Background: an optimization exercise with open tools, aiming at small area. Do not read the settings as production practice.
Only simulation tests tie the RTL to the original design; equivalence was not proved.

## v7
Design cordic_rotation_top, start of the top module:
module cordic_rotation_top(
    input clk, input nreset, input enable,
    input signed [15:0] x_vec_in, input signed [15:0] y_vec_in,
    input [19:0] target_angle,
    output wire signed [15:0] x_vec_out, output wire signed [15:0] y_vec_out,
    output reg done);
    wire [0:0] t_ge4;
    wire [0:0] t_geC;
    wire [0:0] t_le4;
    wire [0:0] t_leC;
    wire [0:0] negv;
    wire [19:0] tpre;
    wire [0:0] big_pos;
    wire [0:0] big_neg;
    wire [15:0] r0;
    wire [0:0] d0;
    wire [14:0] q1_k;
    wire [14:0] q1_r;
    wire [14:0] q1s_p;
    wire [14:0] q1s_g;
    wire [0:0] q1s_g0c;
    wire [0:0] q1s_G1;
    wire [0:0] q1s_P1;
    wire [0:0] q1s_G2;
    wire [0:0] q1s_P2;
    wire [0:0] q1s_G3;
    wire [0:0] q1s_P3;
    wire [0:0] q1s_G4;
    wire [0:0] q1s_P4;
    wire [0:0] q1s_G5;
    wire [0:0] q1s_P5;
    wire [0:0] q1s_G6;
    wire [0:0] q1s_P6;
    wire [0:0] q1s_G7;
    wire [0:0] q1s_P7;
    wire [0:0] q1s_G8;
    wire [0:0] q1s_P8;
    wire [0:0] q1s_G9;
    wire [0:0] q1s_P9;
    wire [0:0] q1s_G10;
    wire [0:0] q1s_P10;
    wire [0:0] q1s_G11;
    wire [0:0] q1s_P11;
    wire [0:0] q1s_G12;
    wire [0:0] q1s_P12;
  ...
For scale: ~370 flip-flops, roughly 0.031 mm^2 of cells after synthesis.
make LEC_CHECK=0 ABC_AREA=1 CAP_MARGIN=20 CORE_MARGIN=2 CORE_UTILIZATION=40 CTS_CLUSTER_DIAMETER=100 CTS_CLUSTER_SIZE=34 PLACE_DENSITY=0.6 SLEW_MARGIN=20 finish   # period 6.0 ns
run.sh (not shown) runs the stock make flow with config.mk's settings and CLKGATE_MAP_FILE= SYNTH_SCRIPT=/design/flow/synth_recipe.tcl, a recipe that flattens the netlist after the stock synthesis.
v7 has completed all stages; timing, DRC and antenna checks passed.
The following lists how v34 was set up differently from v7:
Settings: an added GPL_TIMING_DRIVEN of 0.
==> flow/flow/run.sh (new file) <==
#!/bin/bash
# Own layout flow: the standard ORFS flow, with one change in synthesis: the ABC
# technology-mapping script (flow/abc_area.script) maps the combinational logic for area
# instead of ORFS's default script. Everything else (registers, flattening, renaming,
# floorplan, placement, CTS, routing) is the standard flow via standard.sh.
set -euo pipefail
W="$(pwd)"
# synthesis script: synth_recipe.tcl with the abc command redirected to our mapping script
{
  head -n 1 synth_recipe.tcl
  cat <<TCL
proc abc {args} {
  set i [lsearch -exact \$args -script]
  if {\$i >= 0} { lset args [expr {\$i+1}] {$W/flow/abc_area.script} }
  yosys abc {*}\$args
}
TCL
  tail -n +2 synth_recipe.tcl
} > "$W/own_synth.tcl"
bash standard.sh SYNTH_SCRIPT="$W/own_synth.tcl" finish > "$W/flow_make.log" 2>&1
==> flow/flow/abc_area.script (new file) <==
strash
dch
amap
topo
stime -c
buffer -c
upsize -c
dnsize -c
==> flow/standard.sh (new file) <==
#!/bin/bash
# synth_recipe.tcl (not shown) runs the flow's synth.tcl, then flattens the netlist and writes it again
# the make line also repeats each setting of config.mk as NAME=value (left out here)
make -C /OpenROAD-flow-scripts/flow DESIGN_CONFIG=/design/flow/config.mk WORK_HOME=/design/flow/orfs CLKGATE_MAP_FILE= SYNTH_SCRIPT=/design/flow/synth_recipe.tcl "${@:-finish}"
removed: flow/run.sh
## What came out
v34 had finished all stages when the layout checks came back failing, citing setup timing. Delta (v34 minus v7): fraction of the yosys area taken by sequential cells now larger; via count shows an increase of 3,513; area overhead of the layout relative to synthesis now larger; number of placement rows fell by about 3%; core utilization shows an increase of 4.5 points. In the final reports, the cell area of v34 is larger than that of v7. Number of global-route vias before repair for v34: 1,694 up relative to v7. Against v7, wire length in v34 came out worse.
Here is what was changed in the inputs of v59 compared with v34.
Settings: swapping 0.6 for 0.7 in PLACE_DENSITY; putting CELL_PAD_IN_SITES_GLOBAL_PLACEMENT at 0 where nothing was set; swapping 40 for 50 in CORE_UTILIZATION; putting CELL_PAD_IN_SITES_DETAIL_PLACEMENT at 0 where nothing was set.
==> flow/run.sh (new file) <==
#!/bin/bash
# synth_recipe.tcl (not shown) runs the flow's synth.tcl, then flattens the netlist and writes it again
# the make line also repeats each setting of config.mk as NAME=value (left out here)
make -C /OpenROAD-flow-scripts/flow DESIGN_CONFIG=/design/flow/config.mk WORK_HOME=/design/flow/orfs CLKGATE_MAP_FILE= SYNTH_SCRIPT=/design/flow/synth_recipe.tcl finish
removed: flow/flow/run.sh
removed: flow/flow/abc_area.script
removed: flow/standard.sh
Notes after the runs:
v59 has completed all stages; timing, DRC and antenna checks passed. v59 vs v34, critical path start-end classification: reg2reg vs in2reg. [compare] base=v34 new=v59: via count of the first global-routing pass shows a reduction of about 7%, area growth from synthesis to final layout shows a reduction of 13 points, effective utilization at floorplan shows an increase of 10 points. Critical path endpoint: myo_p9[14]$_DFF_P_ -> v59, q2_p1[13]$_DFF_P_ -> v34. v59 vs. v34: number of post-CTS setup repair buffers dropped 114, number of buffers inserted by port buffering went down 1.


purple:
cordic_rotation_top, a different RTL version from the one above (not shown whole).
Size: ~88 I/O pins, roughly 0.035 mm^2 of cells after synthesis.
Settings: LEC_CHECK=0, ABC_AREA=1, CAP_MARGIN=20, CORE_MARGIN=2, CORE_UTILIZATION=60, CTS_BUF_LIST=sky130_fd_sc_hd__clkbuf_4 sky130_fd_sc_hd__clkbuf_8, PLACE_DENSITY=0.7, SLEW_MARGIN=20; clock period 6.0 ns.
Stock flow here: none of the scripts above is used.
No stage failed in purple, and the final checks on the layout all came back clean.
The inputs of green differ from those of purple as listed below.
Settings: PLACE_DENSITY changed from 0.7 to 0.6; CTS_BUF_LIST removed (was sky130_fd_sc_hd__clkbuf_4 sky130_fd_sc_hd__clkbuf_8); CORE_UTILIZATION changed from 60 to 40.
==> comparison <==
- Summary of green over purple: count of clock-buffer cells in the layout moved down.
- Taking purple as the reference point, the proportion of cell area occupied by registers of green falls by 0.26 points.
- On green: clock period minus final worst setup slack is 0.066 ns lower than what purple gave.


cordic_rotation_top with an RTL version that a note above also has.
Size in the first run: ~3900 cells after synthesis, ~88 I/O pins, ~0.031 sq mm of cells after synthesis.
==> flow/config.mk <==
export PLATFORM = sky130hd
export DESIGN_NAME = cordic_rotation_top
export DESIGN_NICKNAME = cordic_rotation_top
export VERILOG_FILES = /design/flow/design.v
export SDC_FILE = /design/flow/constraint.sdc
export NUM_CORES = 4
export LEC_CHECK = 0
export ABC_AREA = 1
export CAP_MARGIN = 20
export CORE_MARGIN = 2
export CORE_UTILIZATION = 55
export CTS_CLUSTER_DIAMETER = 100
export CTS_CLUSTER_SIZE = 34
export GPL_TIMING_DRIVEN = 0
export PLACE_DENSITY = 0.75
export SLEW_MARGIN = 20
==> flow/constraint.sdc <==
create_clock -name core_clock -period 6.0 [get_ports {clk}]
set_input_delay 1.2000 -clock core_clock [delete_from_list [all_inputs] [get_ports {clk}]]
set_output_delay 1.2000 -clock core_clock [all_outputs]
set_load 0.01 [all_outputs]
Then changed:
CORE_UTILIZATION = 40   (was 55)
PLACE_DENSITY = 0.6   (was 0.75)
Outcome:
- die area goes up by 37%
- sequential share of layout area fell by 0.29 points
- critical path depth came out higher by 1
- count of clock-buffer cells in the layout is higher by 4
- first-iteration DRC count decreases by about 1.5%
- final cell count went up by about 6%
- hold slack loses 0.0039 ns
- synthesized area stays the same
- wire length rose by 3.3%
- register-to-register slack improves by 0.10 ns


## rev 12
Another version of the RTL of cordic_rotation_top (not shown whole).
Size in the first run: roughly 370 flip-flops, about 88 I/O pins, ~0.031 mm^2 of cells after synthesis.
Settings: LEC_CHECK=0, ABC_AREA=1, CAP_MARGIN=20, CORE_MARGIN=2, CORE_UTILIZATION=55, CTS_CLUSTER_DIAMETER=100, CTS_CLUSTER_SIZE=30, GPL_TIMING_DRIVEN=0, PLACE_DENSITY=0.75, SLEW_MARGIN=20; clock period 6.0 ns.
Input-level comparison between rev 13 and rev 12:
-- flow/config.mk --
<<< rev 12, line 9
export CAP_MARGIN = 20
export CORE_MARGIN = 2
export CORE_UTILIZATION = 55
export CTS_CLUSTER_DIAMETER = 100
export CTS_CLUSTER_SIZE = 30
export GPL_TIMING_DRIVEN = 0
export PLACE_DENSITY = 0.75
export SLEW_MARGIN = 20
>>> rev 13, line 9
export CAP_MARGIN = 20
export CORE_MARGIN = 2
export CORE_UTILIZATION = 40
export CTS_CLUSTER_DIAMETER = 100
export CTS_CLUSTER_SIZE = 34
export GPL_TIMING_DRIVEN = 0
export PLACE_DENSITY = 0.6
export SLEW_MARGIN = 20
Notes after the runs:
Diff rev 12 and rev 13: area of the placeable core lower in rev 12. fa_1 as the slowest cell on the critical path was reported by rev 12, and clkdlybuf4s50_1 by rev 13. [compare] base=rev 12 new=rev 13: setup slack decreased by 0.10 ns relative to the old numbers; data required time at the worst endpoint closely matched the old numbers; die extent in x increased by 17% relative to the old numbers.


## exp/zinc
Another version of the RTL of cordic_rotation_top (not shown whole).
Size: about 3,900 cells after synthesis, ~370 flip-flops, ~31,000 um2 of cells after synthesis.
==> flow/design.v (excerpt) <==
module cordic_rotation_top(
    input clk, input nreset, input enable,
    input signed [15:0] x_vec_in, input signed [15:0] y_vec_in,
    input [19:0] target_angle,
    output wire signed [15:0] x_vec_out, output wire signed [15:0] y_vec_out,
    output reg done);
clock: 6.0 ns
lec_check: 0
abc_area: 1
cap_margin: 20
core_margin: 2
core_utilization: 40
cts_cluster_diameter: 80
cts_cluster_size: 28
place_density: 0.6
slew_margin: 20
Here is what was changed in the inputs of exp/nickel compared with exp/zinc.
# exp/zinc
export LEC_CHECK = 0
export ABC_AREA = 1
export CAP_MARGIN = 20
export CORE_MARGIN = 2
export CORE_UTILIZATION = 40
export CTS_CLUSTER_DIAMETER = 80
export CTS_CLUSTER_SIZE = 28
export PLACE_DENSITY = 0.6
export SLEW_MARGIN = 20
create_clock -name core_clock -period 6.0 [get_ports {clk}]
# exp/nickel
export LEC_CHECK = 0
export ABC_AREA = 1
export CAP_MARGIN = 20
export CORE_MARGIN = 2
export CORE_UTILIZATION = 40
export PLACE_DENSITY = 0.6
export SLEW_MARGIN = 20
create_clock -name core_clock -period 6.0 [get_ports {clk}]
Findings:
exp/nickel vs. exp/zinc: global-route wire length before repair saw little to no change; sum of buffers and inverters on the critical path saw little to no change. Compare exp/zinc and exp/nickel | filler cell count in the final layout lower: exp/nickel. Re sequential share of layout area: exp/nickel is 0.25 points down on exp/zinc. The setup fix buffers added after clock tree synthesis on exp/nickel is in line with that on exp/zinc. Synthesized cell count: exp/zinc vs exp/nickel identical.
Modified inputs, exp/ember compared to exp/nickel
# exp/nickel
export LEC_CHECK = 0
export ABC_AREA = 1
export CAP_MARGIN = 20
export CORE_MARGIN = 2
export CORE_UTILIZATION = 40
export PLACE_DENSITY = 0.6
export SLEW_MARGIN = 20
create_clock -name core_clock -period 6.0 [get_ports {clk}]
# exp/ember
export LEC_CHECK = 0
export ABC_AREA = 1
export CAP_MARGIN = 20
export CORE_MARGIN = 2
export CORE_UTILIZATION = 40
export CTS_CLUSTER_DIAMETER = 100
export CTS_CLUSTER_SIZE = 34
export PLACE_DENSITY = 0.6
export SLEW_MARGIN = 20
create_clock -name core_clock -period 6.0 [get_ports {clk}]
Compared exp/ember against exp/nickel; required time reported for the critical path endpoint within noise.
Relative to exp/nickel, via density per instance increased by about 0.3% in exp/ember.
Compared with exp/nickel, in exp/ember final wirelength lost 1.1%, fraction of area in registers increased by 0.43 points relative to the old numbers.
Comparing exp/ember and exp/nickel, the higher final period demand of the worst path was measured on exp/nickel.
Delay of the slowest cell on the worst path of exp/ember is on par with exp/nickel.
Taking exp/nickel as the reference point, the total length of routed met2 wires of exp/ember falls by about 1.1%.
What exp/delta does differently from exp/ember at the input level:
# exp/ember
export LEC_CHECK = 0
export ABC_AREA = 1
export CAP_MARGIN = 20
export CORE_MARGIN = 2
export CORE_UTILIZATION = 40
export CTS_CLUSTER_DIAMETER = 100
export CTS_CLUSTER_SIZE = 34
export PLACE_DENSITY = 0.6
export SLEW_MARGIN = 20
create_clock -name core_clock -period 6.0 [get_ports {clk}]
# exp/delta
export LEC_CHECK = 0
export ABC_AREA = 1
export CAP_MARGIN = 5
export CORE_MARGIN = 2
export CORE_UTILIZATION = 40
export CTS_CLUSTER_DIAMETER = 80
export CTS_CLUSTER_SIZE = 28
export PLACE_DENSITY = 0.6
export SLEW_MARGIN = 5
create_clock -name core_clock -period 6.0 [get_ports {clk}]
==> results.txt <==
exp/ember and exp/delta ended up with roughly the same fraction of area in non-clock buffers.
In the tables for exp/ember and exp/delta, DRC marker count from the first detailed-route iteration reads lower with exp/delta.
Number of ordinary and repair buffers in the finished layout was higher in exp/ember than in exp/delta.


run G:
Another version of the RTL of cordic_rotation_top (not shown whole).
For scale: ~3800 cells after synthesis, about 370 flip-flops, about 88 I/O pins, roughly 31000 µm² of cells after synthesis.
make LEC_CHECK=0 ABC_AREA=1 CAP_MARGIN=20 CORE_MARGIN=2 CORE_UTILIZATION=40 CTS_CLUSTER_DIAMETER=100 CTS_CLUSTER_SIZE=34 GPL_TIMING_DRIVEN=0 PLACE_DENSITY=0.6 SLEW_MARGIN=20 finish   # period 6.0 ns
The flow did not stop early for run G: all stages ran, and the layout cleared the timing, DRC and antenna checks.
--- input diff run G..run Y ---
- PLACE_DENSITY now 0.75, was 0.6
- CTS_CLUSTER_SIZE now 30, was 34
- CORE_UTILIZATION now 55, was 40
### Flow results
Detailed placement HPWL in run Y vs run G: down 3.4%. | met3 capacity usage during global routing | run Y vs run G | 0.35 points higher |. For run Y, the end point of the critical path was q2_p1[13], unlike run G, where it was myo_p9[15]. Minimum setup slack in the final design ends up lower on run Y.

-- static timing again, ports no longer ideal --
How much do the figures lean on ideal ports? The routed layouts below were timed once more, with nothing changed but the port constraints.
Step 1 (the two cells are an assumption about what drives the block):
set clk [get_ports {clk}]
set_driving_cell -lib_cell sky130_fd_sc_hd__clkbuf_16 $clk
set_driving_cell -lib_cell sky130_fd_sc_hd__buf_2 [delete_from_list [all_inputs] $clk]
Step 2 also shifts input and output timing later by t, the mid clock arrival at the registers, as if the neighbouring blocks saw the same clock.
a / b / c = ideal ports / drivers / drivers and shift; a / b = the first two.
run	shift t [ns]	setup WS [ns]	worst setup path after step 2	worst register clock-pin slew, ns	pins driven straight from the clock port
v7	0.627	0.430 / 0.430 / 0.045	input to register	0.12 / 0.12	1
v34	0.625	-0.935 / -0.934 / -1.559	input to register	0.12 / 0.12	1
v59	0.617	0.335 / 0.335 / -0.238	input to register	0.11 / 0.11	1
purple	0.703	0.275 / 0.275 / 0.061	input to register	0.06 / 0.06	1
green	0.680	0.342 / 0.342 / 0.081	input to register	0.06 / 0.06	1
the first run of note 3	0.610	0.237 / 0.237 / -0.229	input to register	0.12 / 0.12	1
the second run of note 3	0.635	0.341 / 0.341 / -0.215	input to register	0.10 / 0.10	1
rev 12	0.604	0.328 / 0.328 / -0.209	input to register	0.12 / 0.12	1
rev 13	0.635	0.224 / 0.249 / -0.387	input to register	0.10 / 0.10	1
exp/zinc	0.666	0.396 / 0.396 / 0.188	input to register	0.09 / 0.09	1
exp/nickel	0.623	0.366 / 0.366 / 0.191	input to register	0.06 / 0.06	1
exp/ember	0.637	0.416 / 0.416 / 0.211	input to register	0.11 / 0.11	1
exp/delta	0.666	0.396 / 0.396 / 0.188	input to register	0.09 / 0.09	1
run G	0.635	0.237 / 0.237 / -0.358	input to register	0.11 / 0.11	1
run Y	0.614	0.145 / 0.177 / -0.437	input to register	0.11 / 0.11	1
Met with ideal ports but missed after step 2: setup timing in 7 of these runs. For v34, which loses most, drivers alone change the setup slack by +0.001 ns; drivers and shift together by -0.624 ns.
